Background: an optimization exercise with open tools, aiming at small area and a short achievable clock period. Do not read the settings as production practice. RTL that was checked went through simulation tests only; none was proved equivalent to the original. Function not checked in run 3: the RTL went through the layout flow alone.

==> design/flow/design.v <==
package PSL_pkg;
    localparam j_bit_width   = 6;   
    localparam h_bit_width   = 6;   
    localparam i_bit_width   = 6;   
    localparam RNG_bit_width = 32;  
endpackage : PSL_pkg
`timescale 1ns / 1ps
module lfsr_bit_n (rst, q, c, d);
input rst, q, c;
output d;
assign d = ~((rst | q) & c);
endmodule
module lfsr_bit_p (rst, q, c, d);
input rst, q, c;
output d;
assign d = (rst | q) & c;
endmodule
module wbit_n (ld, ldn, w, q, d);
input ld, ldn, w, q;
output d;
assign d = ~((ld | q) & (ldn | w));
endmodule
module wbit_p (ld, ldn, w, q, d);
input ld, ldn, w, q;
output d;
assign d = (ld | q) & (ldn | w);
endmodule
`timescale 1ns / 1ps
module LUT_bias (rn, base, p31, hk, le, lt, tinf);
input  [31:0] rn;
output [4:0]  base;
output [5:0]  p31;
output        hk, le, lt, tinf;
wire [31:0] r = ~rn;
wire [31:0] th;
assign th[0] = r[31];
assign th[1] = th[0] & r[30];
assign th[2] = th[1] & r[29];
assign th[3] = th[2] & r[28];
assign th[4] = th[3] & r[27];
assign th[5] = th[4] & r[26];
assign th[6] = th[5] & r[25];
assign th[7] = th[6] & r[24];
assign th[8] = th[7] & r[23];
assign th[9] = th[8] & r[22];
assign th[10] = th[9] & r[21];
assign th[11] = th[10] & r[20];
assign th[12] = th[11] & r[19];
assign th[13] = th[12] & r[18];
assign th[14] = th[13] & r[17];
assign th[15] = th[14] & r[16];
assign th[16] = th[15] & r[15];
assign th[17] = th[16] & r[14];
assign th[18] = th[17] & r[13];
assign th[19] = th[18] & r[12];
assign th[20] = th[19] & r[11];
assign th[21] = th[20] & r[10];
assign th[22] = th[21] & r[9];
assign th[23] = th[22] & r[8];
assign th[24] = th[23] & r[7];
assign th[25] = th[24] & r[6];
assign th[26] = th[25] & r[5];
assign th[27] = th[26] & r[4];
assign th[28] = th[27] & r[3];
assign th[29] = th[28] & r[2];
assign th[30] = th[29] & r[1];
assign th[31] = th[30] & r[0];
wire [32:0] oh;
assign oh[0] = ~r[31];
assign oh[1] = th[0] & ~r[30];
assign oh[2] = th[1] & ~r[29];
assign oh[3] = th[2] & ~r[28];
assign oh[4] = th[3] & ~r[27];
assign oh[5] = th[4] & ~r[26];
assign oh[6] = th[5] & ~r[25];
assign oh[7] = th[6] & ~r[24];
assign oh[8] = th[7] & ~r[23];
assign oh[9] = th[8] & ~r[22];
assign oh[10] = th[9] & ~r[21];
assign oh[11] = th[10] & ~r[20];
assign oh[12] = th[11] & ~r[19];
assign oh[13] = th[12] & ~r[18];
assign oh[14] = th[13] & ~r[17];
assign oh[15] = th[14] & ~r[16];
assign oh[16] = th[15] & ~r[15];
assign oh[17] = th[16] & ~r[14];
assign oh[18] = th[17] & ~r[13];
assign oh[19] = th[18] & ~r[12];
assign oh[20] = th[19] & ~r[11];
assign oh[21] = th[20] & ~r[10];
assign oh[22] = th[21] & ~r[9];
assign oh[23] = th[22] & ~r[8];
assign oh[24] = th[23] & ~r[7];
assign oh[25] = th[24] & ~r[6];
assign oh[26] = th[25] & ~r[5];
assign oh[27] = th[26] & ~r[4];
assign oh[28] = th[27] & ~r[3];
assign oh[29] = th[28] & ~r[2];
assign oh[30] = th[29] & ~r[1];
assign oh[31] = th[30] & ~r[0];
assign oh[32] = th[31];
wire [31:0] lsel;
assign lsel[0] = oh[1] | oh[10] | oh[17] | oh[20] | oh[23] | oh[25] | oh[28] | oh[30] | th[31];
assign lsel[1] = oh[1] | oh[4] | oh[11] | oh[14] | oh[17] | oh[21] | oh[24] | oh[25] | oh[28] | th[30];
assign lsel[2] = oh[1] | oh[3] | oh[8] | oh[15] | oh[18] | oh[20] | oh[21] | oh[23] | oh[24] | oh[25] | oh[28] | th[29];
assign lsel[3] = oh[1] | oh[5] | oh[7] | oh[10] | oh[12] | oh[14] | oh[15] | oh[17] | oh[20] | oh[21] | oh[23] | oh[24] | oh[25] | oh[27] | th[28];
assign lsel[4] = oh[3] | oh[5] | oh[7] | oh[10] | oh[14] | oh[18] | oh[21] | oh[23] | oh[25] | th[27];
assign lsel[5] = oh[1] | oh[4] | oh[5] | oh[17] | oh[25] | th[26];
assign lsel[6] = oh[3] | oh[4] | oh[5] | oh[8] | oh[11] | oh[12] | oh[14] | oh[15] | oh[17] | oh[21] | oh[24] | th[25];
assign lsel[7] = oh[1] | oh[3] | oh[4] | oh[7] | oh[11] | oh[12] | oh[15] | oh[17] | oh[21] | th[24];
assign lsel[8] = oh[1] | oh[4] | oh[5] | oh[10] | oh[11] | oh[12] | oh[15] | th[23];
assign lsel[9] = oh[1] | oh[3] | oh[10] | oh[14] | oh[15] | oh[18] | oh[20] | oh[21] | th[22];
assign lsel[10] = oh[1] | oh[4] | oh[8] | oh[11] | oh[14] | oh[15] | th[21];
assign lsel[11] = oh[3] | oh[10] | oh[12] | oh[17] | oh[18] | th[20];
assign lsel[12] = oh[8] | oh[17] | oh[18] | th[19];
assign lsel[13] = oh[1] | oh[3] | oh[4] | oh[7] | oh[8] | oh[12] | oh[15] | th[18];
assign lsel[14] = oh[3] | oh[4] | oh[5] | oh[7] | oh[8] | oh[10] | oh[12] | oh[15] | th[17];
assign lsel[15] = oh[1] | oh[3] | oh[4] | oh[8] | oh[12] | oh[15] | th[16];
assign lsel[16] = oh[3] | oh[4] | oh[5] | oh[7] | oh[8] | oh[12] | oh[14] | th[15];
assign lsel[17] = oh[1] | oh[3] | oh[4] | oh[11] | oh[12] | th[14];
assign lsel[18] = oh[1] | oh[5] | oh[8] | oh[10] | oh[12] | th[13];
assign lsel[19] = oh[3] | oh[4] | oh[7] | oh[8] | oh[11] | th[12];
assign lsel[20] = oh[3] | oh[4] | oh[8] | th[11];
assign lsel[21] = oh[1] | oh[3] | oh[5] | th[10];
assign lsel[22] = oh[3] | oh[4] | oh[5] | oh[7] | oh[8] | th[9];
assign lsel[23] = oh[4] | th[8];
assign lsel[24] = oh[1] | oh[3] | oh[4] | oh[5] | th[7];
assign lsel[25] = oh[1] | oh[4] | oh[5] | th[6];
assign lsel[26] = th[5];
assign lsel[27] = oh[1] | th[4];
assign lsel[28] = oh[1] | th[3];
assign lsel[29] = oh[1] | th[2];
assign lsel[30] = th[1];
assign lsel[31] = th[0];
wire [31:0] cg0, ce0;
assign cg0[0] = lsel[0] & rn[0];
assign ce0[0] = lsel[0] ^ rn[0];
assign cg0[1] = lsel[1] & rn[1];
assign ce0[1] = lsel[1] ^ rn[1];
assign cg0[2] = lsel[2] & rn[2];
assign ce0[2] = lsel[2] ^ rn[2];
assign cg0[3] = lsel[3] & rn[3];
assign ce0[3] = lsel[3] ^ rn[3];
assign cg0[4] = lsel[4] & rn[4];
assign ce0[4] = lsel[4] ^ rn[4];
assign cg0[5] = lsel[5] & rn[5];
assign ce0[5] = lsel[5] ^ rn[5];
assign cg0[6] = lsel[6] & rn[6];
assign ce0[6] = lsel[6] ^ rn[6];
assign cg0[7] = lsel[7] & rn[7];
assign ce0[7] = lsel[7] ^ rn[7];
assign cg0[8] = lsel[8] & rn[8];
assign ce0[8] = lsel[8] ^ rn[8];
assign cg0[9] = lsel[9] & rn[9];
assign ce0[9] = lsel[9] ^ rn[9];
assign cg0[10] = lsel[10] & rn[10];
assign ce0[10] = lsel[10] ^ rn[10];
assign cg0[11] = lsel[11] & rn[11];
assign ce0[11] = lsel[11] ^ rn[11];
assign cg0[12] = lsel[12] & rn[12];
assign ce0[12] = lsel[12] ^ rn[12];
assign cg0[13] = lsel[13] & rn[13];
assign ce0[13] = lsel[13] ^ rn[13];
assign cg0[14] = lsel[14] & rn[14];
assign ce0[14] = lsel[14] ^ rn[14];
assign cg0[15] = lsel[15] & rn[15];
assign ce0[15] = lsel[15] ^ rn[15];
assign cg0[16] = lsel[16] & rn[16];
assign ce0[16] = lsel[16] ^ rn[16];
assign cg0[17] = lsel[17] & rn[17];
assign ce0[17] = lsel[17] ^ rn[17];
assign cg0[18] = lsel[18] & rn[18];
assign ce0[18] = lsel[18] ^ rn[18];
assign cg0[19] = lsel[19] & rn[19];
assign ce0[19] = lsel[19] ^ rn[19];
assign cg0[20] = lsel[20] & rn[20];
assign ce0[20] = lsel[20] ^ rn[20];
assign cg0[21] = lsel[21] & rn[21];
assign ce0[21] = lsel[21] ^ rn[21];
assign cg0[22] = lsel[22] & rn[22];
assign ce0[22] = lsel[22] ^ rn[22];
assign cg0[23] = lsel[23] & rn[23];
assign ce0[23] = lsel[23] ^ rn[23];
assign cg0[24] = lsel[24] & rn[24];
assign ce0[24] = lsel[24] ^ rn[24];
assign cg0[25] = lsel[25] & rn[25];
assign ce0[25] = lsel[25] ^ rn[25];
assign cg0[26] = lsel[26] & rn[26];
assign ce0[26] = lsel[26] ^ rn[26];
assign cg0[27] = lsel[27] & rn[27];
assign ce0[27] = lsel[27] ^ rn[27];
assign cg0[28] = lsel[28] & rn[28];
assign ce0[28] = lsel[28] ^ rn[28];
assign cg0[29] = lsel[29] & rn[29];
assign ce0[29] = lsel[29] ^ rn[29];
assign cg0[31:30] = 2'b00;
assign ce0[31:30] = 2'b11;
wire c1_0g, c1_0e;
assign c1_0g = ~(cg0[1] | (ce0[1] & cg0[0]));
assign c1_0e = ~(ce0[1] & ce0[0]);
wire c1_1g, c1_1e;
assign c1_1g = ~(cg0[3] | (ce0[3] & cg0[2]));
assign c1_1e = ~(ce0[3] & ce0[2]);
wire c1_2g, c1_2e;
assign c1_2g = ~(cg0[5] | (ce0[5] & cg0[4]));
assign c1_2e = ~(ce0[5] & ce0[4]);
wire c1_3g, c1_3e;
assign c1_3g = ~(cg0[7] | (ce0[7] & cg0[6]));
assign c1_3e = ~(ce0[7] & ce0[6]);
wire c1_4g, c1_4e;
assign c1_4g = ~(cg0[9] | (ce0[9] & cg0[8]));
assign c1_4e = ~(ce0[9] & ce0[8]);
wire c1_5g, c1_5e;
assign c1_5g = ~(cg0[11] | (ce0[11] & cg0[10]));
assign c1_5e = ~(ce0[11] & ce0[10]);
wire c1_6g, c1_6e;
assign c1_6g = ~(cg0[13] | (ce0[13] & cg0[12]));
assign c1_6e = ~(ce0[13] & ce0[12]);
wire c1_7g, c1_7e;
assign c1_7g = ~(cg0[15] | (ce0[15] & cg0[14]));
assign c1_7e = ~(ce0[15] & ce0[14]);
wire c1_8g, c1_8e;
assign c1_8g = ~(cg0[17] | (ce0[17] & cg0[16]));
assign c1_8e = ~(ce0[17] & ce0[16]);
wire c1_9g, c1_9e;
assign c1_9g = ~(cg0[19] | (ce0[19] & cg0[18]));
assign c1_9e = ~(ce0[19] & ce0[18]);
wire c1_10g, c1_10e;
assign c1_10g = ~(cg0[21] | (ce0[21] & cg0[20]));
assign c1_10e = ~(ce0[21] & ce0[20]);
wire c1_11g, c1_11e;
assign c1_11g = ~(cg0[23] | (ce0[23] & cg0[22]));
assign c1_11e = ~(ce0[23] & ce0[22]);
wire c1_12g, c1_12e;
assign c1_12g = ~(cg0[25] | (ce0[25] & cg0[24]));
assign c1_12e = ~(ce0[25] & ce0[24]);
wire c1_13g, c1_13e;
assign c1_13g = ~(cg0[27] | (ce0[27] & cg0[26]));
assign c1_13e = ~(ce0[27] & ce0[26]);
wire c1_14g, c1_14e;
assign c1_14g = ~(cg0[29] | (ce0[29] & cg0[28]));
assign c1_14e = ~(ce0[29] & ce0[28]);
wire c1_15g, c1_15e;
assign c1_15g = ~(cg0[31] | (ce0[31] & cg0[30]));
assign c1_15e = ~(ce0[31] & ce0[30]);
wire c2_0g, c2_0e;
assign c2_0g = ~(c1_1g & (c1_1e | c1_0g));
assign c2_0e = ~(c1_1e | c1_0e);
wire c2_1g, c2_1e;
assign c2_1g = ~(c1_3g & (c1_3e | c1_2g));
assign c2_1e = ~(c1_3e | c1_2e);
wire c2_2g, c2_2e;
assign c2_2g = ~(c1_5g & (c1_5e | c1_4g));
assign c2_2e = ~(c1_5e | c1_4e);
wire c2_3g, c2_3e;
assign c2_3g = ~(c1_7g & (c1_7e | c1_6g));
assign c2_3e = ~(c1_7e | c1_6e);
wire c2_4g, c2_4e;
assign c2_4g = ~(c1_9g & (c1_9e | c1_8g));
assign c2_4e = ~(c1_9e | c1_8e);
wire c2_5g, c2_5e;
assign c2_5g = ~(c1_11g & (c1_11e | c1_10g));
assign c2_5e = ~(c1_11e | c1_10e);
wire c2_6g, c2_6e;
assign c2_6g = ~(c1_13g & (c1_13e | c1_12g));
assign c2_6e = ~(c1_13e | c1_12e);
wire c2_7g, c2_7e;
assign c2_7g = ~(c1_15g & (c1_15e | c1_14g));
assign c2_7e = ~(c1_15e | c1_14e);
wire c3_0g, c3_0e;
assign c3_0g = ~(c2_1g | (c2_1e & c2_0g));
assign c3_0e = ~(c2_1e & c2_0e);
wire c3_1g, c3_1e;
assign c3_1g = ~(c2_3g | (c2_3e & c2_2g));
assign c3_1e = ~(c2_3e & c2_2e);
wire c3_2g, c3_2e;
assign c3_2g = ~(c2_5g | (c2_5e & c2_4g));
assign c3_2e = ~(c2_5e & c2_4e);
wire c3_3g, c3_3e;
assign c3_3g = ~(c2_7g | (c2_7e & c2_6g));
assign c3_3e = ~(c2_7e & c2_6e);
wire c4_0g, c4_0e;
assign c4_0g = ~(c3_1g & (c3_1e | c3_0g));
assign c4_0e = ~(c3_1e | c3_0e);
wire c4_1g, c4_1e;
assign c4_1g = ~(c3_3g & (c3_3e | c3_2g));
assign c4_1e = ~(c3_3e | c3_2e);
wire c5_0g, c5_0e;
assign c5_0g = ~(c4_1g | (c4_1e & c4_0g));
assign c5_0e = ~(c4_1e & c4_0e);
assign le = c5_0g;
assign lt = c5_0g & c5_0e;
assign hk = oh[1] | oh[3] | oh[4] | oh[5] | oh[7] | oh[8] | oh[10] | oh[11] | oh[12] | oh[14] | oh[15] | oh[17] | oh[18] | oh[20] | oh[21] | oh[23] | oh[24] | oh[25] | oh[27] | oh[28] | oh[30];
assign tinf = oh[32];
assign base[0] = (th[0] & ~th[1]) | (th[3] & ~th[4]) | (th[5] & ~th[7]) | (th[8] & ~th[10]) | (th[11] & ~th[12]) | (th[14] & ~th[15]) | (th[17] & ~th[18]) | (th[20] & ~th[21]) | (th[23] & ~th[24]) | (th[25] & ~th[27]) | (th[28] & ~th[30]);
assign base[1] = (th[1] & ~th[4]) | (th[7] & ~th[10]) | (th[12] & ~th[15]) | (th[18] & ~th[21]) | (th[24] & ~th[27]) | (th[30]);
assign base[2] = (th[4] & ~th[10]) | (th[15] & ~th[21]) | (th[27]);
assign base[3] = (th[10] & ~th[21]);
assign base[4] = (th[21]);
assign p31[0] = (~th[0]) | (th[1] & ~th[3]) | (th[4] & ~th[5]) | (th[7] & ~th[8]) | (th[10] & ~th[11]) | (th[12] & ~th[14]) | (th[15] & ~th[17]) | (th[18] & ~th[20]) | (th[21] & ~th[23]) | (th[24] & ~th[25]) | (th[27] & ~th[28]) | (th[30]);
assign p31[1] = (~th[0]) | (th[3] & ~th[5]) | (th[8] & ~th[11]) | (th[14] & ~th[17]) | (th[20] & ~th[23]) | (th[25] & ~th[28]);
assign p31[2] = (~th[0]) | (th[5] & ~th[11]) | (th[17] & ~th[23]) | (th[28]);
assign p31[3] = (~th[0]) | (th[11] & ~th[23]);
assign p31[4] = (~th[0]) | (th[23]);
assign p31[5] = (th[0]);
endmodule
module cmp_leaf (a, bn, g, e);
input a, bn;
output g, e;
assign g = a & bn;
assign e = a ^ bn;
endmodule
module cmp_node_p (gh, eh, gl, el, g, e);
input gh, eh, gl, el;
output g, e;
assign g = ~(gh | (eh & gl));
assign e = ~(eh & el);
endmodule
module cmp_node_n (gh, eh, gl, el, g, e);
input gh, eh, gl, el;
output g, e;
assign g = ~(gh & (eh | gl));
assign e = ~(eh | el);
endmodule
`timescale 1ns / 1ps
module fadd (a, b, c, s, co);
input a, b, c;
output s, co;
assign s = a ^ b ^ c;
assign co = (a & b) | (a & c) | (b & c);
endmodule
module hadd (a, b, s, co);
input a, b;
output s, co;
assign s = a ^ b;
assign co = a & b;
endmodule
`timescale 1ns / 1ps
module pbit (s_in, h_n, J_n, rn, en, keep, sq, d0, d1, d2);
input  [5:0]  s_in;
input  [5:0]  h_n;
input  [35:0] J_n;
input  [31:0] rn;     
input         en, keep, sq;
output        d0, d1, d2;
wire [4:0] base;
wire [5:0] p31;
wire hk, le, lt, tinf;
LUT_bias l_i (.rn(rn), .base(base), .p31(p31), .hk(hk), .le(le), .lt(lt), .tinf(tinf));
wire c1n = ~(hk & le);
wire th_c2 = hk & lt;
wire co1, co2, co3;
wire [8:0] ra, rb;
wire t0_1 = ~(J_n[1] ^ s_in[0]);
wire t0_2 = ~(J_n[2] ^ s_in[0]);
wire t0_3 = ~(J_n[3] ^ s_in[0]);
wire t0_4 = ~(J_n[4] ^ s_in[0]);
wire t0_5 = J_n[5] ^ s_in[0];
wire ci0 = ~(J_n[0] | s_in[0]);
wire t1_1 = ~(J_n[7] ^ s_in[1]);
wire t1_2 = ~(J_n[8] ^ s_in[1]);
wire t1_3 = ~(J_n[9] ^ s_in[1]);
wire t1_4 = ~(J_n[10] ^ s_in[1]);
wire t1_5 = J_n[11] ^ s_in[1];
wire ci1 = ~(J_n[6] | s_in[1]);
wire t2_1 = ~(J_n[13] ^ s_in[2]);
wire t2_2 = ~(J_n[14] ^ s_in[2]);
wire t2_3 = ~(J_n[15] ^ s_in[2]);
wire t2_4 = ~(J_n[16] ^ s_in[2]);
wire t2_5 = J_n[17] ^ s_in[2];
wire ci2 = ~(J_n[12] | s_in[2]);
wire t3_1 = ~(J_n[19] ^ s_in[3]);
wire t3_2 = ~(J_n[20] ^ s_in[3]);
wire t3_3 = ~(J_n[21] ^ s_in[3]);
wire t3_4 = ~(J_n[22] ^ s_in[3]);
wire t3_5 = J_n[23] ^ s_in[3];
wire ci3 = ~(J_n[18] | s_in[3]);
wire t4_1 = ~(J_n[25] ^ s_in[4]);
wire t4_2 = ~(J_n[26] ^ s_in[4]);
wire t4_3 = ~(J_n[27] ^ s_in[4]);
wire t4_4 = ~(J_n[28] ^ s_in[4]);
wire t4_5 = J_n[29] ^ s_in[4];
wire ci4 = ~(J_n[24] | s_in[4]);
wire t5_1 = ~(J_n[31] ^ s_in[5]);
wire t5_2 = ~(J_n[32] ^ s_in[5]);
wire t5_3 = ~(J_n[33] ^ s_in[5]);
wire t5_4 = ~(J_n[34] ^ s_in[5]);
wire t5_5 = J_n[35] ^ s_in[5];
wire ci5 = ~(J_n[30] | s_in[5]);
wire hb5 = ~h_n[5];
wire fs1, fc1;
fadd fa1 (.a(h_n[1]), .b(ci0), .c(ci1), .s(fs1), .co(fc1));
wire fs2, fc2;
fadd fa2 (.a(ci2), .b(ci3), .c(ci4), .s(fs2), .co(fc2));
wire hs3, hc3;
hadd ha3 (.a(J_n[0]), .b(J_n[6]), .s(hs3), .co(hc3));
wire fs4, fc4;
fadd fa4 (.a(ci5), .b(t0_1), .c(t1_1), .s(fs4), .co(fc4));
wire fs5, fc5;
fadd fa5 (.a(t2_1), .b(t3_1), .c(t4_1), .s(fs5), .co(fc5));
wire fs6, fc6;
fadd fa6 (.a(h_n[2]), .b(t0_2), .c(t1_2), .s(fs6), .co(fc6));
wire fs7, fc7;
fadd fa7 (.a(t2_2), .b(t3_2), .c(t4_2), .s(fs7), .co(fc7));
wire hs8, hc8;
hadd ha8 (.a(t5_2), .b(fc1), .s(hs8), .co(hc8));
wire fs9, fc9;
fadd fa9 (.a(h_n[3]), .b(t0_3), .c(t1_3), .s(fs9), .co(fc9));
wire fs10, fc10;
fadd fa10 (.a(t2_3), .b(t3_3), .c(t4_3), .s(fs10), .co(fc10));
wire fs11, fc11;
fadd fa11 (.a(h_n[4]), .b(t0_4), .c(t1_4), .s(fs11), .co(fc11));
wire hs12, hc12;
hadd ha12 (.a(t2_4), .b(t3_4), .s(hs12), .co(hc12));
wire fs13, fc13;
fadd fa13 (.a(hb5), .b(t0_5), .c(t1_5), .s(fs13), .co(fc13));
wire hs14, hc14;
hadd ha14 (.a(t2_5), .b(t3_5), .s(hs14), .co(hc14));
wire fs15, fc15;
fadd fa15 (.a(J_n[12]), .b(J_n[18]), .c(J_n[24]), .s(fs15), .co(fc15));
wire fs16, fc16;
fadd fa16 (.a(t5_1), .b(hc3), .c(fs1), .s(fs16), .co(fc16));
wire hs17, hc17;
hadd ha17 (.a(fs2), .b(fs4), .s(hs17), .co(hc17));
wire fs18, fc18;
fadd fa18 (.a(fc2), .b(fc4), .c(fc5), .s(fs18), .co(fc18));
wire fs19, fc19;
fadd fa19 (.a(fs6), .b(fs7), .c(hs8), .s(fs19), .co(fc19));
wire fs20, fc20;
fadd fa20 (.a(t5_3), .b(fc6), .c(fc7), .s(fs20), .co(fc20));
wire fs21, fc21;
fadd fa21 (.a(fs9), .b(fs10), .c(hc8), .s(fs21), .co(fc21));
wire fs22, fc22;
fadd fa22 (.a(t4_4), .b(t5_4), .c(hs12), .s(fs22), .co(fc22));
wire fs23, fc23;
fadd fa23 (.a(fc9), .b(fc10), .c(fs11), .s(fs23), .co(fc23));
wire fs24, fc24;
fadd fa24 (.a(t4_5), .b(t5_5), .c(hc12), .s(fs24), .co(fc24));
wire fs25, fc25;
fadd fa25 (.a(hs14), .b(fc11), .c(fs13), .s(fs25), .co(fc25));
wire hs26, hc26;
hadd ha26 (.a(J_n[30]), .b(h_n[0]), .s(hs26), .co(hc26));
wire fs27, fc27;
fadd fa27 (.a(fc15), .b(fs5), .c(hs17), .s(fs27), .co(fc27));
wire fs28, fc28;
fadd fa28 (.a(hc17), .b(fc16), .c(fs18), .s(fs28), .co(fc28));
wire fs29, fc29;
fadd fa29 (.a(fc18), .b(fs20), .c(fc19), .s(fs29), .co(fc29));
wire fs30, fc30;
fadd fa30 (.a(fs22), .b(fc20), .c(fs23), .s(fs30), .co(fc30));
wire fs31, fc31;
fadd fa31 (.a(fc22), .b(fs24), .c(fc23), .s(fs31), .co(fc31));
wire fs32, fc32;
fadd fa32 (.a(hc14), .b(fc13), .c(fc24), .s(fs32), .co(fc32));
wire hs33, hc33;
hadd ha33 (.a(hs26), .b(hs3), .s(hs33), .co(hc33));
wire fs34, fc34;
fadd fa34 (.a(hc26), .b(fs16), .c(fs27), .s(fs34), .co(fc34));
wire fs35, fc35;
fadd fa35 (.a(fs19), .b(fc27), .c(fs28), .s(fs35), .co(fc35));
wire fs36, fc36;
fadd fa36 (.a(fs21), .b(fc28), .c(fs29), .s(fs36), .co(fc36));
wire fs37, fc37;
fadd fa37 (.a(fc21), .b(fs30), .c(fc29), .s(fs37), .co(fc37));
wire fs38, fc38;
fadd fa38 (.a(fs25), .b(fc30), .c(fs31), .s(fs38), .co(fc38));
wire fs39, fc39;
fadd fa39 (.a(fc25), .b(fs32), .c(fc31), .s(fs39), .co(fc39));
assign ra = {1'b0, fc39, fc38, fc37, fc36, fc35, fc34, hc33, hs33};
assign rb = {1'b0, fc32, fs39, fs38, fs37, fs36, fs35, fs34, fs15};
wire [4:0] nbase = ~base;
geq_t g1 (.a(ra[7:0]), .b(rb[7:0]), .k(nbase), .cin(c1n), .co(co1));
geq_n g2 (.a(ra[7:0]), .b(rb[7:0]), .k(p31), .cin(th_c2), .co(co2));
geq_z g3 (.a(ra[7:0]), .b(rb[7:0]), .cin(1'b0), .co(co3));
wire s_new = (~tinf & co1) | (co2 & ~co3);
wire d = (en & s_new) | (keep & sq);
assign d0 = d;
assign d1 = d;
assign d2 = d;
endmodule
module geq_t (a, b, k, cin, co);
input [7:0] a, b;
input [4:0] k;
input cin;
output co;
wire [7:0] s, c;
assign s[0] = a[0] ^ b[0] ^ k[0];
assign c[0] = (a[0] & b[0]) | (a[0] & k[0]) | (b[0] & k[0]);
assign s[1] = a[1] ^ b[1] ^ k[1];
assign c[1] = (a[1] & b[1]) | (a[1] & k[1]) | (b[1] & k[1]);
assign s[2] = a[2] ^ b[2] ^ k[2];
assign c[2] = (a[2] & b[2]) | (a[2] & k[2]) | (b[2] & k[2]);
assign s[3] = a[3] ^ b[3] ^ k[3];
assign c[3] = (a[3] & b[3]) | (a[3] & k[3]) | (b[3] & k[3]);
assign s[4] = a[4] ^ b[4] ^ k[4];
assign c[4] = (a[4] & b[4]) | (a[4] & k[4]) | (b[4] & k[4]);
assign s[5] = a[5] ^ b[5];
assign c[5] = a[5] & b[5];
assign s[6] = a[6] ^ b[6];
assign c[6] = a[6] & b[6];
assign s[7] = a[7] ^ b[7];
assign c[7] = a[7] & b[7];
wire [7:0] y = {c[6:0], cin};
wire [7:0] g0 = s & y;
wire [7:0] p0 = s | y;
wire gg1 = g0[1] | (p0[1] & g0[0]);
wire pp1 = p0[1] & p0[0];
wire gg2 = g0[3] | (p0[3] & g0[2]);
wire pp2 = p0[3] & p0[2];
wire gg3 = g0[5] | (p0[5] & g0[4]);
wire pp3 = p0[5] & p0[4];
wire gg4 = g0[7] | (p0[7] & g0[6]);
wire pp4 = p0[7] & p0[6];
wire gg5 = gg2 | (pp2 & gg1);
wire pp5 = pp2 & pp1;
wire gg6 = gg4 | (pp4 & gg3);
wire pp6 = pp4 & pp3;
wire gg7 = gg6 | (pp6 & gg5);
wire pp7 = pp6 & pp5;
assign co = c[7] | gg7;
endmodule
module geq_n (a, b, k, cin, co);
input [7:0] a, b;
input [5:0] k;
input cin;
output co;
wire [7:0] s, c;
assign s[0] = a[0] ^ b[0] ^ k[0];
assign c[0] = (a[0] & b[0]) | (a[0] & k[0]) | (b[0] & k[0]);
assign s[1] = a[1] ^ b[1] ^ k[1];
assign c[1] = (a[1] & b[1]) | (a[1] & k[1]) | (b[1] & k[1]);
assign s[2] = a[2] ^ b[2] ^ k[2];
assign c[2] = (a[2] & b[2]) | (a[2] & k[2]) | (b[2] & k[2]);
assign s[3] = a[3] ^ b[3] ^ k[3];
assign c[3] = (a[3] & b[3]) | (a[3] & k[3]) | (b[3] & k[3]);
assign s[4] = a[4] ^ b[4] ^ k[4];
assign c[4] = (a[4] & b[4]) | (a[4] & k[4]) | (b[4] & k[4]);
assign s[5] = a[5] ^ b[5] ^ k[5];
assign c[5] = (a[5] & b[5]) | (a[5] & k[5]) | (b[5] & k[5]);
assign s[6] = a[6] ^ b[6];
assign c[6] = a[6] & b[6];
assign s[7] = a[7] ^ b[7];
assign c[7] = a[7] & b[7];
wire [7:0] y = {c[6:0], cin};
wire [7:0] g0 = s & y;
wire [7:0] p0 = s | y;
wire gg1 = g0[1] | (p0[1] & g0[0]);
wire pp1 = p0[1] & p0[0];
wire gg2 = g0[3] | (p0[3] & g0[2]);
wire pp2 = p0[3] & p0[2];
wire gg3 = g0[5] | (p0[5] & g0[4]);
wire pp3 = p0[5] & p0[4];
wire gg4 = g0[7] | (p0[7] & g0[6]);
wire pp4 = p0[7] & p0[6];
wire gg5 = gg2 | (pp2 & gg1);
wire pp5 = pp2 & pp1;
wire gg6 = gg4 | (pp4 & gg3);
wire pp6 = pp4 & pp3;
wire gg7 = gg6 | (pp6 & gg5);
wire pp7 = pp6 & pp5;
assign co = c[7] | gg7;
endmodule
module geq_z (a, b, cin, co);
input [7:0] a, b;
input cin;
output co;
wire [7:0] s, c;
assign s[0] = a[0] ^ b[0];
assign c[0] = a[0] & b[0];
assign s[1] = a[1] ^ b[1];
assign c[1] = a[1] & b[1];
assign s[2] = a[2] ^ b[2];
assign c[2] = a[2] & b[2];
assign s[3] = a[3] ^ b[3];
assign c[3] = a[3] & b[3];
assign s[4] = a[4] ^ b[4];
assign c[4] = a[4] & b[4];
assign s[5] = ~(a[5] ^ b[5]);
assign c[5] = a[5] | b[5];
assign s[6] = a[6] ^ b[6];
assign c[6] = a[6] & b[6];
assign s[7] = a[7] ^ b[7];
assign c[7] = a[7] & b[7];
wire [7:0] y = {c[6:0], cin};
wire [7:0] g0 = s & y;
wire [7:0] p0 = s | y;
wire gg1 = g0[1] | (p0[1] & g0[0]);
wire pp1 = p0[1] & p0[0];
wire gg2 = g0[3] | (p0[3] & g0[2]);
wire pp2 = p0[3] & p0[2];
wire gg3 = g0[5] | (p0[5] & g0[4]);
wire pp3 = p0[5] & p0[4];
wire gg4 = g0[7] | (p0[7] & g0[6]);
wire pp4 = p0[7] & p0[6];
wire gg5 = gg2 | (pp2 & gg1);
wire pp5 = pp2 & pp1;
wire gg6 = gg4 | (pp4 & gg3);
wire pp6 = pp4 & pp3;
wire gg7 = gg6 | (pp6 & gg5);
wire pp7 = pp6 & pp5;
assign co = c[7] | gg7;
endmodule
`timescale 1ns / 1ps
import PSL_pkg :: *;
module pbit_lattice (
    input  wire        clk,
    input  wire        rst,         
    input  wire        run,         
    input  wire [31:0] seed_mix,    
    input  wire        cfg_we,      
    input  wire [6:0]  cfg_addr,    
    input  wire [5:0]  cfg_wdata,   
    output wire [26:0] s            
);
localparam L = 3;
localparam N = L*L*L;
localparam [N*RNG_bit_width-1:0] SEEDS = {
        32'h55724a8a,
        32'hafa2d07c,
        32'h1121a14d,
        32'h8fde5639,
        32'h132a29cf,
        32'h27cd95a0,
        32'h26af91d1,
        32'ha71dba49,
        32'h5552da89,
        32'hdab4fcb8,
        32'h093f36eb,
        32'h8eca7365,
        32'h7965c0fe,
        32'h4d317c68,
        32'h022dd18d,
        32'h3c7ba9e3,
        32'h8be9794d,
        32'h3c95ad20,
        32'h819ed6b6,
        32'he7158a80,
        32'h21f64544,
        32'he06c85af,
        32'hbaec4ef7,
        32'h02ff349d,
        32'h4f876aa3,
        32'h9c2b9d9f,
        32'h2ae75e2e
};
reg [2:0] ph;
always @(posedge clk) begin
    if (rst) ph <= 3'b001;
    else ph <= {ph[1:0], ph[2]};
end
reg [j_bit_width-1:0]   Js [0:3*N-1];    
reg [h_bit_width-1:0]   hs [0:N-1];
reg [RNG_bit_width-1:0] rs [0:N-1];
reg [N-1:0]             ss0, ss1, ss2;
wire [4*N-1:0] dec;
genvar a;
generate
for (a = 0; a < 4*N; a = a + 1) begin : gdec
    assign dec[a] = cfg_we && (cfg_addr == a);
end
endgenerate
wire [5:0] wd0 = rst ? 6'd0 : cfg_wdata;
wire [5:0] wd1 = ~wd0;
wire [31:0] rmixn1 = ~({32{rst}} & seed_mix);    
wire [31:0] rmixn0 = ~({32{rst}} & ~seed_mix);   
wire s_en   = run & ~rst;
wire s_keep = ~run & ~rst;
genvar x, y, z, d, b;
generate
for (z = 0; z < L; z = z + 1) begin : gz
  for (y = 0; y < L; y = y + 1) begin : gy
    localparam integer UA  = (L - (y+z)%L) % L;
    localparam integer A   = UA + L*y + L*L*z;
    localparam integer XP  = (UA+1)%L + L*y + L*L*z;
    localparam integer XM  = (UA+L-1)%L + L*y + L*L*z;
    localparam integer YP  = UA + L*((y+1)%L) + L*L*z;
    localparam integer YM  = UA + L*((y+L-1)%L) + L*L*z;
    localparam integer ZP  = UA + L*y + L*L*((z+1)%L);
    localparam integer ZM  = UA + L*y + L*L*((z+L-1)%L);
    wire s_d0, s_d1, s_d2;     
    wire [RNG_bit_width-1:0] r_next;
    pbit unit (
        .s_in({ss2[ZM], ss2[ZP], ss1[YM], ss1[YP], ss0[XM], ss0[XP]}),
        .h_n(hs[A]),
        .J_n({Js[3*ZM+2], Js[3*A+2], Js[3*YM+1], Js[3*A+1], Js[3*XM+0], Js[3*A+0]}),
        .rn(rs[A]), .en(s_en), .keep(s_keep), .sq(ss0[A]), .d0(s_d0), .d1(s_d1), .d2(s_d2));
    wire [RNG_bit_width-1:0] r_a = ~rs[A];
    assign r_next = {r_a[RNG_bit_width-2:0], ~(r_a[31] ^ r_a[21] ^ r_a[1] ^ r_a[0])};
    for (x = 0; x < L; x = x + 1) begin : gu
      localparam integer U   = x;
      localparam integer S   = U + L*y + L*L*z;
      localparam integer SRC = (U+1)%L + L*y + L*L*z;
      localparam integer X0  = (U+1)%L, X1 = (U+2)%L, X2 = U;
      localparam integer I0  = X0 + L*y + L*L*z, I1 = X1 + L*y + L*L*z, I2 = X2 + L*y + L*L*z;
      localparam POL  = (U == (UA+1)%L);
      localparam PSRC = (((U+1)%L) == (UA+1)%L);
      localparam INV  = POL ^ PSRC;
      localparam LPOL  = !POL;
      localparam LPSRC = !PSRC;
      localparam LINV  = LPOL ^ LPSRC;
      localparam [RNG_bit_width-1:0] SEED = SEEDS[S*RNG_bit_width +: RNG_bit_width];
      wire [RNG_bit_width-1:0] rq = (SRC == A) ? (r_next ^ {RNG_bit_width{LPSRC}}) : rs[SRC];
      wire [RNG_bit_width-1:0] rd;
      for (b = 0; b < RNG_bit_width; b = b + 1) begin : gb
        if (LINV) begin : n
          lfsr_bit_n g (.rst(rst), .q(rq[b]), .c((SEED[b] ^ LPOL) ? rmixn0[b] : rmixn1[b]), .d(rd[b]));
        end else begin : p
          lfsr_bit_p g (.rst(rst), .q(rq[b]), .c((SEED[b] ^ LPOL) ? rmixn1[b] : rmixn0[b]), .d(rd[b]));
        end
      end
      always @(posedge clk) rs[S] <= rd;
      if (SRC == A) begin : sa
        always @(posedge clk) begin
          ss0[S] <= s_d0;
          ss1[S] <= s_d1;
          ss2[S] <= s_d2;
        end
      end else if (S == A) begin : sc
        always @(posedge clk) ss0[S] <= rst ? 1'b0 : ss0[SRC];
      end else begin : sb
        always @(posedge clk) begin
          ss0[S] <= rst ? 1'b0 : ss0[SRC];
          ss1[S] <= rst ? 1'b0 : ss1[SRC];
          ss2[S] <= rst ? 1'b0 : ss2[SRC];
        end
      end
      wire hld = rst | (ph[0] & dec[3*N+I0]) | (ph[1] & dec[3*N+I1]) | (ph[2] & dec[3*N+I2]);
      wire [h_bit_width-1:0] hd;
      for (b = 0; b < h_bit_width; b = b + 1) begin : ghb
        if (INV) begin : n
          wbit_n g (.ld(hld), .ldn(~hld), .w(POL ? wd0[b] : wd1[b]), .q(hs[SRC][b]), .d(hd[b]));
        end else begin : p
          wbit_p g (.ld(hld), .ldn(~hld), .w(POL ? wd1[b] : wd0[b]), .q(hs[SRC][b]), .d(hd[b]));
        end
      end
      always @(posedge clk) hs[S] <= hd;
      for (d = 0; d < 3; d = d + 1) begin : gd
        wire jld = rst | (ph[0] & dec[3*I0+d]) | (ph[1] & dec[3*I1+d]) | (ph[2] & dec[3*I2+d]);
        wire [j_bit_width-1:0] jd;
        for (b = 0; b < j_bit_width; b = b + 1) begin : gjb
          if (INV) begin : n
            wbit_n g (.ld(jld), .ldn(~jld), .w(POL ? wd0[b] : wd1[b]), .q(Js[3*SRC+d][b]), .d(jd[b]));
          end else begin : p
            wbit_p g (.ld(jld), .ldn(~jld), .w(POL ? wd1[b] : wd0[b]), .q(Js[3*SRC+d][b]), .d(jd[b]));
          end
        end
        always @(posedge clk) Js[3*S+d] <= jd;
      end
      localparam integer Q0 = x + L*y + L*L*z;
      localparam integer Q1 = (x+L-1)%L + L*y + L*L*z;
      localparam integer Q2 = (x+L-2)%L + L*y + L*L*z;
      assign s[S] = (ph[0] & ss0[Q0]) | (ph[1] & ss0[Q1]) | (ph[2] & ss0[Q2]);
    end
  end
end
endgenerate
endmodule
==> design/flow/flow/run.sh <==
#!/bin/bash
# The standard layout (the standard.sh, unchanged synthesis and steps),
# with timing repair aimed at a 4 ns period: setup slack margin 6 ns against
# the design's 10 ns clock. All of make's output goes to standard.log.
set -euo pipefail
bash standard.sh SETUP_SLACK_MARGIN=6 finish > standard.log 2>&1
==> design/flow/standard.sh <==
#!/bin/bash
# synth_recipe.tcl (not shown) runs the flow's synth.tcl, then flattens the netlist and writes it again
# the make line also repeats each setting of config.mk as NAME=value (left out here)
make -C /OpenROAD-flow-scripts/flow DESIGN_CONFIG=/design/flow/config.mk WORK_HOME=/design/flow/orfs CLKGATE_MAP_FILE= SYNTH_SCRIPT=/design/flow/synth_recipe.tcl "${@:-finish}"
==> design/flow/config.mk <==
export PLATFORM = sky130hd
export DESIGN_NAME = pbit_lattice
export DESIGN_NICKNAME = pbit_lattice
export VERILOG_FILES = /design/flow/design.v
export SDC_FILE = /design/flow/constraint.sdc
export NUM_CORES = 4
export LEC_CHECK = 0
export CAP_MARGIN = 20
export CORE_MARGIN = 2
export CORE_UTILIZATION = 55
export CTS_CLUSTER_DIAMETER = 80
export CTS_CLUSTER_SIZE = 24
export PLACE_DENSITY = 0.7
export SLEW_MARGIN = 20
export SYNTH_HIERARCHICAL = 1
export SYNTH_MINIMUM_KEEP_SIZE = 0
export TNS_END_PERCENT = 10
==> design/flow/constraint.sdc <==
create_clock -name core_clock -period 10.0 [get_ports {clk}]
set_input_delay 2.0000 -clock core_clock [delete_from_list [all_inputs] [get_ports {clk}]]
set_output_delay 2.0000 -clock core_clock [all_outputs]
set_load 0.01 [all_outputs]
==> flow_metrics.env, run 1 <==
export IMPL_fin_nets=9302
export IMPL_async_reset_ff_frac=0
export IMPL_arrival_ns=5.20
export IMPL_slew_viol_final=0
export IMPL_synth_area_per_cell_um2=9.83
export IMPL_drive_above_1_share=0.164
export IMPL_seq_area_um2=32200
export IMPL_cp_cell_sequence="or4_4 -> or4_4 -> and4bb_4 -> buf_6 -> nand4b_1 -> ha_1 -> nand4_1 -> o211ai_1 -> o211ai_1 -> nand4_1 -> a21oi_2 -> and2_4 -> o211ai_1 -> a21oi_1 -> o221ai_1 -> nand3_1 -> inv_2 -> o22ai_4 -> a22o_2"
export IMPL_cap_viol_max_count=0
export IMPL_dr_pass1_iters=9
export IMPL_grt_usage=0.403
export IMPL_final_common_cell="dfxtp_1"
export IMPL_hold_ws_ns=0.382
export IMPL_cts_tree="done"
export IMPL_multi_input_comb_area_um2=48200
export IMPL_drt_initial_drc_count=8341
export IMPL_grt_pass1_vias=66400
export IMPL_holdCritPathClass="register to register"
export IMPL_crit_buf_inv=2
export IMPL_end_kind="register"
export IMPL_post_route_period_util=0.450
export IMPL_drc=0
export IMPL_rows=139
export IMPL_layout_setup_ws_ns=5.50
export IMPL_final_cell_mix="dfxtp_1, o21ai_1, nor2_1"
export IMPL_clock_path_buffers=3
export IMPL_reg2reg_slack_ns=5.50
export IMPL_pin_count=76
export IMPL_fmax_mhz=222
export IMPL_dp_final_hpwl_um=225000
export IMPL_root_buffer="clkbuf_16"
export IMPL_io_buffers=75
export IMPL_drt_wl_total_um=307000
export IMPL_syn_inst=8131
export IMPL_place_inst=9997
export IMPL_final_antenna_net_count=0
export IMPL_finalSetupViolCount=0
export IMPL_critPathMaxStageDelay_ns=0.52
export IMPL_cp_startpoint="rs[15][11]"
export IMPL_hold_violations=0
export IMPL_insertion_delay_ns=0.76
export IMPL_synth_cell_type_count=102
export IMPL_instances_no_fill=10400
export IMPL_slowest_stage="or4_4"
export IMPL_grt_pass1_wl_um=443000
export IMPL_finalWeightedCongestion=1.06
export IMPL_setup_worst_path_class="register to register"
export IMPL_grt_setup_unrepaired="true"
export IMPL_core_area_um2=144000
export IMPL_status="timing/DRC/antenna clean"
export IMPL_routedWlPerCell_um=29.6
export IMPL_h_tree_depth=3
export IMPL_fp_dieW_um=385
export IMPL_synth_cell_area_um2=79900
export IMPL_skew_ns=0.0445
export IMPL_path_clk_slew_ns=0.09
export IMPL_via_per_inst=6.67
export IMPL_tightest_slew_ns=1.25
export IMPL_grt_max_degree=256
export IMPL_finalSetupTns_ns=0
export IMPL_dieArea_um2=148000
export IMPL_start_kind="register"
export IMPL_synth_edff_count=0
export IMPL_die_y_um=385
export IMPL_period_needed_ns=4.50
export IMPL_yosys_warnings=13
export IMPL_slew_headroom=0.158
export IMPL_synth_ff_type="dfxtp_1"
export IMPL_fill_cells=11900
export IMPL_pre_cts_ws_ns=4.45
export IMPL_synth_seq_cells=1578
export IMPL_grt_overflow=0
export IMPL_cp_common_cell="o211ai_1"
export IMPL_cts_made_buffers=89
export IMPL_area_growth_pct=13.3
export IMPL_cp_top_family="simple AND/OR/NAND/NOR gates"
export IMPL_synth_seq_area_share=0.395
export IMPL_via_count=69200
export IMPL_cp_data_required_time_ns=10.70
export IMPL_holdCritStartpoint="rs[22][18]"
export IMPL_path_max_fanout=8
export IMPL_floorplan_initialDensity=0.556
export IMPL_cts_hold_buf=0
export IMPL_antenna_found_initial=3
export IMPL_cts_sinks=1578
export IMPL_r2r_start="rs[15][11]"
-- worst reg2reg max path, stage by stage (launching register included) --
cell      delay, ns
dfxtp_4        0.39
or4_4          0.52
or4_4          0.52
and4bb_4       0.43
buf_6          0.12
nand4b_1       0.11
ha_1           0.26
nand4_1        0.19
o211ai_1       0.13
o211ai_1       0.27
nand4_1        0.17
a21oi_2        0.20
and2_4         0.23
o211ai_1       0.12
a21oi_1        0.13
o221ai_1       0.13
nand3_1        0.13
inv_2          0.05
o22ai_4        0.15
a22o_2         0.19
-- Yosys stat by module, one instance, submodules excluded, excerpt --
module | cell area (um^2) | times used | cells inside | flip-flops and latches
pbit_lattice | 36000 | 1 | 2308 | 1578
LUT_bias | 1800 | 9 | 281 | 0
geq_n | 305 | 9 | 38 | 0
geq_t | 288 | 9 | 35 | 0
fadd | 20.0 | 288 | 1 | 0
wbit_n | 6.26 | 432 | 1 | 0
-- synthesized netlist by cell type (48+ instances only) --
cell	count	area share
o22a_1	217	0.024
inv_1	403	0.019
nand3_1	144	0.0090
nor2_1	570	0.027
dfxtp_1	1578	0.40
nand4_1	74	0.0058
nand2b_1	126	0.0099
o211ai_1	82	0.0077
a21oi_1	295	0.018
o21ai_1	579	0.036
a211oi_1	48	0.0045
nor2b_1	143	0.011
xor2_2	54	0.011
o2111ai_1	54	0.0059
o22ai_1	486	0.038
buf_6	59	0.0083
ha_1	432	0.068
fa_1	387	0.097
nor3_1	117	0.0073
o21a_1	302	0.028
clkbuf_1	84	0.0039
xnor2_1	234	0.026
a31oi_1	54	0.0042
o21ai_0	325	0.020
or3_1	60	0.0047
a221oi_1	60	0.0066
nand2_1	328	0.015
-- per-stage QoR --
step                       util  instance area, um^2
after floorplan               -                80600
after global placement    0.578                83100
after detailed placement  0.578                83100
after CTS                 0.621                89300
after global routing      0.629                90500
final                     0.630                90500
-- what timing repair did --
item | CTS | global route
gates resized for setup | 620 | 171
setup buffers | 185 | 59
endpoints found under the setup margin | 867 | 788
cloned | 0 | 4
pin swaps | 187 | 63
-- registers in the layout (all words and copies together) (netlist names) --
signal and flops:
rs 864, Js 486, hs 162, ss0 27
ss1 18, ss2 18, ph 3
-- kinds of logic (layout without fill, tap and decap cells) --
group / Yosys count / count (layout) / synth area share
AOI/OAI and AO/OA: 2827 / 2827 / 0.232
xor gates and xnor gates: 297 / 297 / 0.0376
adders and majority gates: 837 / 837 / 0.167
buffers and inverters: 614 / 949 / 0.0360
DFF: 1578 / 1578 / 0.395
muxes: 2 / 2 / 0.000282
other: 9 / 21 / 0.000423
and+or+nand+nor: 1967 / 1967 / 0.132
-- routing by layer --
layer	routed length (um)	vias up	global-route usage
met2	131000	3658	0.600
met1	123000	34000	0.531
li1	-	30600	-
met5	7	-	0
met4	25100	2	0.267
met3	28200	895	0.0789
-- cell type report --
type                    count  area share
well taps                1903      0.0263
clock inverters            37     0.00625
inverters                 413      0.0174
repair buffers            404      0.0372
flip-flops and latches   1578       0.356
clock buffers              95      0.0254
diodes                      3   0.0000829
multi-input cells        5948       0.532
-- final timing paths --
kind,endpoint,cells after the start
min reg2reg,rs[21][18],1
min,rs[21][18],1
max reg2reg,ss2[17],19
max,ss2[17],19
==> run 2: changes to the inputs <==
==> design/flow/flow/run.sh (replaced) <==
#!/bin/bash
# The standard layout (the standard.sh, unchanged synthesis and steps),
# with timing repair aimed at a 3.7 ns period: setup slack margin 6.3 ns against
# the design's 10 ns clock. All of make's output goes to standard.log.
set -euo pipefail
bash standard.sh SETUP_SLACK_MARGIN=6.3 finish > standard.log 2>&1
--- a/design/flow/config.mk
+++ b/design/flow/config.mk
@@ -12,3 +12,2 @@
 export CTS_CLUSTER_SIZE = 24
-export PLACE_DENSITY = 0.7
 export SLEW_MARGIN = 20
==> run 2 against run 1 <==
Against the previous run:
- sequential share of layout area down 0.18 points
- register-to-register slack worse by 0.10 ns
- largest cell class unchanged
- highest routed layer unchanged
==> flow_metrics.env, run 2 <==
export IMPL_cts_tree="done"
export IMPL_root_buffer="clkbuf_16"
export IMPL_core_area_um2=144000
export IMPL_instances_no_fill=10400
export IMPL_async_reset_ff_frac=0
export IMPL_grt_max_degree=206
export IMPL_finalSetupTns_ns=0
export IMPL_path_max_fanout=4
export IMPL_drc=0
export IMPL_cp_data_required_time_ns=10.68
export IMPL_fmax_mhz=217
export IMPL_drt_initial_drc_count=8440
export IMPL_synth_cell_type_count=102
export IMPL_holdCritPathClass="register to register"
export IMPL_drive_above_1_share=0.170
export IMPL_via_per_inst=6.69
export IMPL_via_count=69700
export IMPL_syn_inst=8131
export IMPL_rows=139
export IMPL_synth_ff_type="dfxtp_1"
export IMPL_r2r_cells=20
export IMPL_dp_final_hpwl_um=219000
export IMPL_synth_area_top_cells="dfxtp_1, fa_1, ha_1, o22ai_1, o21ai_1"
export IMPL_pin_count=76
export IMPL_synth_edff_count=0
export IMPL_dr_pass1_iters=6
export IMPL_grt_pass1_wl_um=442000
export IMPL_cts_sinks=1578
export IMPL_path_clk_slew_ns=0.10
export IMPL_synth_area_leader_cell="dfxtp_1"
export IMPL_finalWeightedCongestion=1.08
export IMPL_final_common_cell="dfxtp_1"
export IMPL_utilization=0.633
export IMPL_muxShareOfSynthArea=0.000282
export IMPL_grt_setup_unrepaired="true"
export IMPL_fp_dieW_um=385
export IMPL_yosys_area_share_adder=0.167
export IMPL_arrival_ns=5.29
export IMPL_synth_seq_cells=1578
export IMPL_synth_most_common_cell="dfxtp_1"
export IMPL_synth_xor_area_frac=0.0376
export IMPL_synth_top_cell_area_share=0.395
export IMPL_start_kind="register"
export IMPL_slew_viol_final=0
export IMPL_insertion_delay_ns=0.74
export IMPL_slew_headroom=0.139
export IMPL_cap_viol_max_count=0
export IMPL_clock_path_buffers=3
export IMPL_cts_hold_buf=0
export IMPL_area_growth_pct=13.9
export IMPL_setup_worst_path_class="register to register"
export IMPL_synth_area_per_cell_um2=9.83
export IMPL_drt_wl_total_um=307000
export IMPL_synth_cell_area_um2=79900
export IMPL_synth_seq_area_share=0.395
export IMPL_synth_top_cells_by_count="dfxtp_1, o21ai_1, nor2_1"
export IMPL_grt_usage=0.402
export IMPL_reg_top3="rs (864), Js (486), hs (162)"
export IMPL_grt_pass1_vias=66100
export IMPL_dieArea_um2=148000
export IMPL_floorplan_initialDensity=0.556
export IMPL_cts_made_buffers=89
export IMPL_die_y_um=385
export IMPL_synth_simple_area_share=0.132
export IMPL_final_cell_mix="dfxtp_1, o21ai_1, nor2_1"
export IMPL_tightest_slew_ns=1.28
export IMPL_synth_top_family_by_area="compound AO/OA/AOI/OAI gates"
export IMPL_hold_ws_ns=0.370
export IMPL_fin_nets=9351
export IMPL_hold_violations=0
export IMPL_yosys_warnings=13
export IMPL_synth_compound_area_frac=0.232
export IMPL_io_buffers=75
export IMPL_regMostFlops="rs"
export IMPL_routedWlPerCell_um=29.5
export IMPL_period_needed_ns=4.60
export IMPL_largest_register_ffs=864
export IMPL_h_tree_depth=3
export IMPL_skew_ns=0.0313
export IMPL_status="timing/DRC/antenna clean"
export IMPL_place_inst=9999
export IMPL_final_antenna_net_count=0
export IMPL_grt_overflow=0
export IMPL_finalSetupViolCount=0
export IMPL_antenna_found_initial=10
export IMPL_post_route_period_util=0.460
export IMPL_end_kind="register"
export IMPL_holdPathStages=1
[run 2: cell counts after synthesis]
No cell type changed its count.
[run 2: metrics by stage]
step,cell area (um^2),worst slack (ns)
CTS,89800,5.56
floorplan,80600,5.96
finish,91000,5.40
global placement,83100,4.24
global route,91000,5.30
detailed placement,83100,4.12
[run 2: final timing paths]
check	from	to	slack, ns
max	rs[15][12]	ss2[17]	5.40
min	rs[8][26]	rs[7][26]	0.37
max reg2reg	rs[15][12]	ss2[17]	5.40
min reg2reg	rs[8][26]	rs[7][26]	0.37
[run 2: worst max-delay path, stage by stage (launching register included)]
cell and delay (ns):
dfxtp_4 0.37, or4_4 0.54, or4_4 0.52, and4bb_4 0.36, nand2_2 0.08, or4b_4 0.21, ha_4 0.20, a21oi_2 0.16
o211ai_1 0.10, o211ai_1 0.31, buf_4 0.17, nand4_1 0.10, a21oi_2 0.27, and2_4 0.26, o211ai_1 0.10, a21oi_1 0.14
o221ai_1 0.16, nand3_1 0.12, inv_1 0.05, o22ai_2 0.12, a22o_2 0.18
[run 2: layer usage]
metal,share of wire,GRT usage
met3,0.097,0.0783
met1,0.40,0.535
met2,0.42,0.600
met5,0.00022,0
met4,0.077,0.257
[run 2: repair_timing]
item,in CTS,in global routing
cloned,9,2
gates resized for setup,739,174
endpoints found under the setup margin,1361,1332
pin swaps,182,108
buffers inserted,217,67
[run 2: cells by family (layout without fill, tap and decap cells)]
family,Yosys count,after routing
DFF,1578,1578
xor gates and xnor gates,297,297
and+or+nand+nor,1967,1970
other,9,23
buffers and inverters,614,985
muxes,2,2
adders and majority gates,837,837
AOI/OAI and AO/OA,2827,2827
[run 2: final cells by class]
type                    instances  area, um^2
fillers                     11900       52800
multi-input cells            5951       48200
flip-flops and latches       1578       32200
repair buffers                449        3920
well taps                    1903        2380
clock buffers                  94        2280
inverters                     413        1570
clock inverters                28         484
diodes                          5        12.5
repair inverters                1        7.51
[run 2: per-module statistics from Yosys, one instance, submodules excluded]
module | copies in the design | cells inside | area (um^2) | flops+latches
lfsr_bit_p | 288 | 1 | 7.51 | 0
pbit_lattice | 1 | 2308 | 36000 | 1578
hadd | 63 | 1 | 12.5 | 0
fadd | 288 | 1 | 20.0 | 0
wbit_n | 432 | 1 | 6.26 | 0
wbit_p | 216 | 1 | 8.76 | 0
geq_n | 9 | 38 | 305 | 0
lfsr_bit_n | 576 | 1 | 5.00 | 0
geq_t | 9 | 35 | 288 | 0
geq_z | 9 | 29 | 215 | 0
pbit | 9 | 57 | 473 | 0
LUT_bias | 9 | 281 | 1800 | 0
==> run 3: changes to the inputs <==
--- a/design/flow/design.v
+++ b/design/flow/design.v
@@ -338,3 +338,3 @@
 `timescale 1ns / 1ps
-module pbit (s_in, h_n, J_n, rn, en, keep, sq, d0, d1, d2);
+module pbit (s_in, h_n, J_n, nbase, p31, c1n, th_c2, tinf, first, r31n, en, keep, sq, d0, d1, d2);
 input  [5:0]  s_in;
@@ -342,11 +342,7 @@
 input  [35:0] J_n;
-input  [31:0] rn;     
+input  [4:0]  nbase;
+input  [5:0]  p31;
+input         c1n, th_c2, tinf, first, r31n;
 input         en, keep, sq;
 output        d0, d1, d2;
-wire [4:0] base;
-wire [5:0] p31;
-wire hk, le, lt, tinf;
-LUT_bias l_i (.rn(rn), .base(base), .p31(p31), .hk(hk), .le(le), .lt(lt), .tinf(tinf));
-wire c1n = ~(hk & le);
-wire th_c2 = hk & lt;
 wire co1, co2, co3;
@@ -470,3 +466,2 @@
 assign rb = {1'b0, fc32, fs39, fs38, fs37, fs36, fs35, fs34, fs15};
-wire [4:0] nbase = ~base;
 geq_t g1 (.a(ra[7:0]), .b(rb[7:0]), .k(nbase), .cin(c1n), .co(co1));
@@ -474,3 +469,3 @@
 geq_z g3 (.a(ra[7:0]), .b(rb[7:0]), .cin(1'b0), .co(co3));
-wire s_new = (~tinf & co1) | (co2 & ~co3);
+wire s_new = first ? r31n : ((~tinf & co1) | (co2 & ~co3));
 wire d = (en & s_new) | (keep & sq);
@@ -502,3 +497,3 @@
 assign c[7] = a[7] & b[7];
-wire [7:0] y = {c[6:0], cin};
+wire [7:0] y = {c[6:0], 1'b0};
 wire [7:0] g0 = s & y;
@@ -519,3 +514,3 @@
 wire pp7 = pp6 & pp5;
-assign co = c[7] | gg7;
+assign co = c[7] | gg7 | (pp7 & cin);
 endmodule
@@ -543,3 +538,3 @@
 assign c[7] = a[7] & b[7];
-wire [7:0] y = {c[6:0], cin};
+wire [7:0] y = {c[6:0], 1'b0};
 wire [7:0] g0 = s & y;
@@ -560,3 +555,3 @@
 wire pp7 = pp6 & pp5;
-assign co = c[7] | gg7;
+assign co = c[7] | gg7 | (pp7 & cin);
 endmodule
@@ -583,3 +578,3 @@
 assign c[7] = a[7] & b[7];
-wire [7:0] y = {c[6:0], cin};
+wire [7:0] y = {c[6:0], 1'b0};
 wire [7:0] g0 = s & y;
@@ -600,3 +595,3 @@
 wire pp7 = pp6 & pp5;
-assign co = c[7] | gg7;
+assign co = c[7] | gg7 | (pp7 & cin);
 endmodule
@@ -650,2 +645,4 @@
 end
+reg first;
+always @(posedge clk) first <= rst;
 reg [j_bit_width-1:0]   Js [0:3*N-1];    
@@ -681,2 +678,17 @@
     wire [RNG_bit_width-1:0] r_next;
+    localparam integer NX = (UA+1)%L + L*y + L*L*z;
+    wire [4:0] t_base;
+    wire [5:0] t_p31;
+    wire t_hk, t_le, t_lt, t_tinf;
+    LUT_bias lut (.rn(rs[NX]), .base(t_base), .p31(t_p31), .hk(t_hk), .le(t_le), .lt(t_lt), .tinf(t_tinf));
+    reg [4:0] q_nbase;
+    reg [5:0] q_p31;
+    reg q_c1n, q_c2, q_tinf;
+    always @(posedge clk) begin
+        q_nbase <= ~t_base;
+        q_p31   <= t_p31;
+        q_c1n   <= ~(t_hk & t_le);
+        q_c2    <= t_hk & t_lt;
+        q_tinf  <= t_tinf;
+    end
     pbit unit (
@@ -685,4 +697,6 @@
         .J_n({Js[3*ZM+2], Js[3*A+2], Js[3*YM+1], Js[3*A+1], Js[3*XM+0], Js[3*A+0]}),
-        .rn(rs[A]), .en(s_en), .keep(s_keep), .sq(ss0[A]), .d0(s_d0), .d1(s_d1), .d2(s_d2));
-    wire [RNG_bit_width-1:0] r_a = ~rs[A];
+        .nbase(q_nbase), .p31(q_p31), .c1n(q_c1n), .th_c2(q_c2), .tinf(q_tinf),
+        .first(first), .r31n(~rs[A][31]),
+        .en(s_en), .keep(s_keep), .sq(ss0[A]), .d0(s_d0), .d1(s_d1), .d2(s_d2));
+    wire [RNG_bit_width-1:0] r_a = rs[A];
     assign r_next = {r_a[RNG_bit_width-2:0], ~(r_a[31] ^ r_a[21] ^ r_a[1] ^ r_a[0])};
@@ -697,4 +711,4 @@
       localparam INV  = POL ^ PSRC;
-      localparam LPOL  = !POL;
-      localparam LPSRC = !PSRC;
+      localparam LPOL  = POL;
+      localparam LPSRC = PSRC;
       localparam LINV  = LPOL ^ LPSRC;
==> design/flow/run.sh (new file) <==
#!/bin/bash
# synth_recipe.tcl (not shown) runs the flow's synth.tcl, then flattens the netlist and writes it again
# the make line also repeats each setting of config.mk as NAME=value (left out here)
make -C /OpenROAD-flow-scripts/flow DESIGN_CONFIG=/design/flow/config.mk WORK_HOME=/design/flow/orfs CLKGATE_MAP_FILE= SYNTH_SCRIPT=/design/flow/synth_recipe.tcl finish
--- a/design/flow/config.mk
+++ b/design/flow/config.mk
@@ -12,2 +12,3 @@
 export CTS_CLUSTER_SIZE = 24
+export SETUP_SLACK_MARGIN = 5
 export SLEW_MARGIN = 20
@@ -15,2 +16 @@
 export SYNTH_MINIMUM_KEEP_SIZE = 0
-export TNS_END_PERCENT = 10
removed: design/flow/flow/run.sh
removed: design/flow/standard.sh
==> run 3 against run 2 <==
Against the previous run:
- sequential share of layout area rose by 3.0 points
- clock skew is 0.00066 ns higher
- worst hold slack improved by 0.027 ns
- critical path depth shrank 8
- core utilization shrank 3.9 points
- cell area is 2.1% lower
- critical path type unchanged
==> flow_metrics.env, run 3 <==
export IMPL_status="timing/DRC/antenna clean"
export IMPL_final_common_cell="dfxtp_1"
export IMPL_holdCritPathClass="register to register"
export IMPL_via_per_inst=6.64
export IMPL_cts_tree="done"
export IMPL_fmax_mhz=202
export IMPL_dp_final_hpwl_um=228000
export IMPL_insertion_delay_ns=0.75
export IMPL_tightest_slew_ns=1.33
export IMPL_top_layer_used="met5"
export IMPL_cp_depth=12
export IMPL_wl_met1_um=126000
export IMPL_met2_length_um=129000
export IMPL_cap_viol_max_count=0
export IMPL_wl_met3_um=30800
export IMPL_holdPathStages=1
export IMPL_core_area_um2=150000
export IMPL_slew_headroom=0.115
export IMPL_regMostFlops="rs"
export IMPL_io_buffers=75
export IMPL_grt_setup_unrepaired="false"
export IMPL_cts_sinks=1705
export IMPL_routedWlPerCell_um=29.1
export IMPL_cp_cell_sequence="xor2_1 -> fa_1 -> fa_1 -> fa_1 -> inv_1 -> fa_1 -> o211a_1 -> a2111oi_2 -> a211o_1 -> a21o_1 -> a221oi_2 -> o21ai_1"
export IMPL_finalSetupViolCount=0
export IMPL_cts_hold_buf=0
export IMPL_skew_ns=0.0320
export IMPL_rows=142
export IMPL_r2r_cells=12
export IMPL_cp_common_cell="fa_1"
export IMPL_grt_overflow=0
export IMPL_synth_area_per_cell_um2=9.90
export IMPL_syn_inst=8399
export IMPL_final_antenna_net_count=0
export IMPL_end_kind="register"
export IMPL_fin_area_um2=89100
export IMPL_fp_dieW_um=393
export IMPL_via_count=69700
export IMPL_crit_buf_inv=1
export IMPL_period_needed_ns=4.96
export IMPL_antenna_found_initial=16
export IMPL_area_growth_pct=7.17
export IMPL_grt_max_degree=236
export IMPL_clock_path_buffers=3
export IMPL_synth_cell_type_count=102
export IMPL_grt_pass1_wl_um=447000
export IMPL_dieArea_um2=154000
export IMPL_reg_top3="rs (864), Js (486), hs (162)"
export IMPL_setup_worst_path_class="register to register"
export IMPL_synth_area_leader_cell="dfxtp_1"
export IMPL_post_route_period_util=0.496
export IMPL_grt_usage=0.391
export IMPL_async_reset_ff_frac=0
export IMPL_drive_above_1_share=0.0583
export IMPL_floorplan_initialDensity=0.555
export IMPL_root_buffer="clkbuf_16"
export IMPL_slowest_stage="dfxtp_1"
export IMPL_cp_top_family="adder cells"
export IMPL_synth_seq_cells=1705
export IMPL_fin_nets=9298
export IMPL_grt_pass1_vias=66100
export IMPL_synth_edff_count=0
export IMPL_drt_initial_drc_count=8740
export IMPL_largest_register_ffs=864
[run 3: cell types whose count changed after synthesis, moves of 28 or more]
| cell | previous run | this run |
|---|---|---|
| buf_4 | 24 | 82 |
| a22oi_1 | 0 | 28 |
| a221o_1 | 23 | 57 |
| dfxtp_1 | 1578 | 1705 |
| nand3_1 | 144 | 84 |
| xor2_2 | 54 | 0 |
| nor2b_1 | 143 | 85 |
| inv_1 | 403 | 539 |
| nor2_1 | 570 | 511 |
| xor2_1 | 9 | 54 |
| buf_6 | 59 | 1 |
| o21ai_0 | 325 | 363 |
[run 3: cells by family after synthesis]
kind of cell | count (synthesis) | share of synthesized area
adder cells (fa/ha/maj) | 837 | 0.160
AND/OR/NAND/NOR | 1756 | 0.115
AO/OA/AOI/OAI | 3012 | 0.242
multiplexers | 4 | 0.000481
XOR/XNOR | 297 | 0.0313
buffers and inverters | 779 | 0.0396
flip-flops | 1705 | 0.410
other | 9 | 0.000406
[run 3: timing repair]
item                                    in CTS  in global routing
cloned                                       0                  0
hold endpoints to repair                     0                  0
resized for setup                           11                 23
endpoints found under the setup margin      16                 21
[run 3: modules after synthesis (local to each module, per instance), a selection]
| module | copies in the design | cells inside | flops+latches |
|---|---|---|---|
| lfsr_bit_p | 288 | 1 | 0 |
| wbit_p | 216 | 1 | 0 |
| fadd | 288 | 1 | 0 |
| geq_z | 9 | 31 | 0 |
| pbit | 9 | 53 | 0 |
| lfsr_bit_n | 576 | 1 | 0 |
| hadd | 63 | 1 | 0 |
| wbit_n | 432 | 1 | 0 |
[run 3: per-stage QoR]
step,cells,worst slack [ns],util,hold WS (ns)
final,10500,5.04,0.594,0.398
after CTS,10500,5.02,0.594,0.383
after global placement,10300,4.70,0.573,0.394
after detailed placement,10300,4.64,0.573,0.397
after global routing,10500,5.00,0.594,0.401
after floorplan,8399,5.35,-,0.389
[run 3: cell type report]
cell class                 count  area (um^2)
fill                       13100        60800
antenna                        7         17.5
clock buffer                 104         2500
multi-input combinational   5915        45900
timing repair buffer         166         1460
inverter                     548         2060
tap                         2016         2520
sequential                  1705        34200
clock inverter                32          509
[run 3: metal layers]
metal	GRT usage	up-vias
met5	0	-
met4	0.214	14
met1	0.536	34200
met2	0.574	3623
met3	0.0844	753
li1	-	31100
[run 3: worst paths after layout]
kind | endpoint | from
max reg2reg | ss1[10] | ss2[2]
min reg2reg | rs[20][19] | rs[18][19]
min | rs[20][19] | rs[18][19]
max | ss1[10] | ss2[2]
[run 3: worst register-to-register path: stages (launching register included)]
cell	delay, ns
dfxtp_1	0.67
xor2_1	0.52
fa_1	0.60
fa_1	0.53
fa_1	0.59
inv_1	0.08
fa_1	0.52
o211a_1	0.27
a2111oi_2	0.27
a211o_1	0.18
a21o_1	0.09
a221oi_2	0.07
o21ai_1	0.42

==> port drivers added, routing unchanged <==
Ports are ideal in the flow. The routed layouts listed here were re-timed in OpenROAD. Step 1: set_driving_cell puts a clkbuf_16 on clk and a buf_2 on each other input, an assumption about the parent block. Step 2 times the ports against the registers' clock, not the clock port: input delays grow and output delays shrink by t, the midpoint of the rising clock arrivals with the driver on. Three values: ideal ports, drivers, drivers and shift; two values: the first two.
| run | t (ns) | setup WS [ns] | latest minus earliest clock arrival (ns) | worst register clock-pin slew, ns | cell pins on the clock port's net |
|---|---|---|---|---|---|
| run 1 | 0.830 | 5.501 / 5.501 / 4.886 | 0.047 / 0.047 | 0.10 / 0.10 | 1 |
| run 2 | 0.822 | 5.399 / 5.399 / 5.069 | 0.038 / 0.038 | 0.10 / 0.10 | 1 |
| run 3 | 0.823 | 5.038 / 4.977 / 4.364 | 0.039 / 0.039 | 0.10 / 0.10 | 1 |
After both steps every run listed still meets setup and hold. The setup slack of run 3, which loses most, moves by -0.061 ns with the drivers and by -0.674 ns with both steps.
